This design comes from an exercise in tuning for small area and a short achievable clock period on the open sky130 flow, not from production work.
Function was checked by simulation only, so behaviour that the tests miss may differ from the original.
Power figures rest on the tool's default switching activity, not on a simulated workload.

Design SingleCycleMIPS, start of the top module:
module SingleCycleMIPS(
    CLK,
    RST,
    IR_addr,
    IR,
    RF_writedata,
    ReadDataMem,
    CEN,
    WEN,
    A,
    ReadData2,
    OEN
);
Size in the first run: ~4,700 cells after synthesis, ~1,100 flip-flops, ~170 I/O pins, ~0.047 mm² of cells after synthesis.
==> flow/config.mk <==
export PLATFORM = sky130hd
export DESIGN_NAME = SingleCycleMIPS
export DESIGN_NICKNAME = SingleCycleMIPS
export VERILOG_FILES = /design/flow/design.v
export SDC_FILE = /design/flow/constraint.sdc
export NUM_CORES = 4
export LEC_CHECK = 0
export CAP_MARGIN = 20
export CORE_MARGIN = 2
export CORE_UTILIZATION = 50
export PLACE_DENSITY = 0.65
export SETUP_SLACK_MARGIN = 2.4
export SLEW_MARGIN = 20
export SYNTH_HIERARCHICAL = 1
==> flow/constraint.sdc <==
create_clock -name core_clock -period 11.5 [get_ports {CLK}]
set_input_delay 2.3000 -clock core_clock [delete_from_list [all_inputs] [get_ports {CLK}]]
set_output_delay 2.3000 -clock core_clock [all_outputs]
set_load 0.01 [all_outputs]
standard.sh (not shown) runs the stock make flow with config.mk's settings and CLKGATE_MAP_FILE= SYNTH_SCRIPT=/design/flow/synth_recipe.tcl, a recipe that flattens the netlist after the stock synthesis.
==> flow/flow/run.sh <==
#!/bin/bash
# The standard layout (standard.sh), with two changes made through ORFS
# variables: the port buffers start as buf_2 (timing repair sizes up the
# critical ones), and clock tree synthesis clusters up to 24 flip-flops within
# 80 um per clkbuf_16 and inserts no dummy loads. make's full output goes to
# standard.log here; ORFS keeps each step's log under orfs/logs/.
set -euo pipefail
export BUFFER_PORTS_ARGS="-buffer_cell sky130_fd_sc_hd__buf_2"
export CTS_ARGS="-sink_clustering_enable -repair_clock_nets -dont_use_dummy_load -buf_list sky130_fd_sc_hd__clkbuf_16 -sink_clustering_size 24 -sink_clustering_max_diameter 80"
bash standard.sh > standard.log 2>&1
Change:
Settings changed: CORE_UTILIZATION 50 to 55, PLACE_DENSITY 0.65 to 0.68.
Effect: The changed run ran to the end with no violations; sequential share of layout area grows by 0.21 points; worst setup slack is worse by 0.15 ns; critical path depth is unchanged; flip-flop and latch count does not change.
Change:
Settings changed: CORE_UTILIZATION 55 to 50, PLACE_DENSITY 0.68 to 0.65, SETUP_SLACK_MARGIN 2.4 to 2.8.
Effect:
- wire length went up by 6.0%
- count of clock-buffer cells in the layout rose by 1
- hold slack stays flat
- setup slack improved by 0.56 ns
- core utilization goes down by 3.7 points
- synthesized area is unchanged
- sequential cell count is unchanged

* * *

job 101:
Another version of the RTL of SingleCycleMIPS (not shown whole).
Size in the first run: roughly 5200 cells after synthesis, ~170 I/O pins, roughly 0.048 mm^2 of cells after synthesis.
export LEC_CHECK = 0
export CAP_MARGIN = 20
export CORE_MARGIN = 2
export CORE_UTILIZATION = 50
export PLACE_DENSITY = 0.65
export SETUP_SLACK_MARGIN = 2.4
export SLEW_MARGIN = 20
export SYNTH_HIERARCHICAL = 1
create_clock -name core_clock -period 11.5 [get_ports {CLK}]
Scripts as last shown in full above: flow/flow/run.sh
Input-level comparison between job 102 and job 101:
- SETUP_SLACK_MARGIN now 2.8, was 2.4
Results
- Between job 101 and job 102, wire length on met2 is higher for job 102, job 101 comes in under that.
- Diff job 102..job 101 | synthesized cell count | unchanged
- On worst voltage drop across the vdd grid, job 102 tracks job 101 almost exactly.
- Across job 101 and job 102, none had a timing, DRC or antenna violation.
- Relative to job 101, number of antenna diodes decreased by 3 in job 102.
- Going from job 101 to job 102, combinational fraction of design power +1.1 points; number of global-route vias before repair rose by 612; final number of hold-violating endpoints now sits at about the same level; number of ordinary and repair buffers in the finished layout higher.
- Destination of the critical timing path: RF_writedata[10] -> job 101, RF_writedata[11] -> job 102
- Changes observed in job 102 relative to job 101: post-route worst setup slack higher, first-pass GRT wire length higher.

* * *

== sierra ==
Another version of the RTL of SingleCycleMIPS (not shown whole).
For scale: ~4400 cells after synthesis, about 1100 flip-flops, roughly 0.047 mm2 of cells after synthesis.
==> flow/config.mk <==
export PLATFORM = sky130hd
export DESIGN_NAME = SingleCycleMIPS
export DESIGN_NICKNAME = SingleCycleMIPS
export VERILOG_FILES = /design/flow/design.v
export SDC_FILE = /design/flow/constraint.sdc
export NUM_CORES = 4
export LEC_CHECK = 0
export CAP_MARGIN = 20
export CORE_MARGIN = 2
export CORE_UTILIZATION = 40
export SETUP_SLACK_MARGIN = 3
export SLEW_MARGIN = 20
export SYNTH_HIERARCHICAL = 1
==> flow/constraint.sdc <==
create_clock -name core_clock -period 11.5 [get_ports {CLK}]
set_input_delay 2.3000 -clock core_clock [delete_from_list [all_inputs] [get_ports {CLK}]]
set_output_delay 2.3000 -clock core_clock [all_outputs]
set_load 0.01 [all_outputs]
run.sh (not shown) runs the stock make flow with config.mk's settings and CLKGATE_MAP_FILE= SYNTH_SCRIPT=/design/flow/synth_recipe.tcl, a recipe that flattens the netlist after the stock synthesis.
Stock flow here: none of the scripts above is used.
sierra: flow completed, timing, DRC and antenna clean
The inputs of ember differ from those of sierra as listed below.
Settings: setting CTS_BUF_LIST to sky130_fd_sc_hd__clkbuf_8 for the first time; setting PLACE_DENSITY to 0.7 for the first time; changing CAP_MARGIN from 20 to 10; changing CORE_UTILIZATION from 40 to 60; changing SETUP_SLACK_MARGIN from 3 to 2.4; changing SLEW_MARGIN from 20 to 10.
- Completing all stages was not enough for ember: its layout failed the final checks because of capacitance limit, slew limit.
- ember vs sierra, number of antenna violations at the first check in global routing went down by 4.
- Sort sierra and ember by number of ordinary and repair buffers in the finished layout, ascending, and ember comes first.
- Clock-buffer cell count: ember > sierra
- Across both runs, global-route met2 utilization was higher for ember than for sierra.

## static timing again, ports no longer ideal
The results above use ideal ports. As a check the final layouts listed here were re-extracted and re-timed, cells and wires unchanged.
Step 1 (the two cells are an assumption about what drives the block):
set clk [get_ports {CLK}]
set_driving_cell -lib_cell sky130_fd_sc_hd__clkbuf_16 $clk
set_driving_cell -lib_cell sky130_fd_sc_hd__buf_2 [delete_from_list [all_inputs] $clk]
Step 2 adds t to the input delays and takes it off the output delays; t is the mean of the earliest and latest rising clock arrival at the registers after step 1. Input paths then give back, and output paths get back, about the clock's delay inside the block.
a / b / c = ideal ports / drivers / drivers and shift; a / b = the first two.
run	t, ns	setup WS [ns]	worst setup path after step 2
the first run of note 1	0.760	2.261 / 2.238 / 2.238	input to output
the second run of note 1	0.711	2.108 / 2.085 / 2.085	input to output
the third run of note 1	0.767	2.667 / 2.643 / 2.643	input to output
job 101	0.757	2.159 / 2.140 / 2.140	input to output
job 102	0.761	2.566 / 2.548 / 2.548	input to output
sierra	0.821	2.175 / 1.964 / 1.964	input to output
ember	0.958	1.934 / 1.897 / 1.897	input to output
For sierra, which loses most, drivers alone change the setup slack by -0.211 ns; drivers and shift together by -0.211 ns.
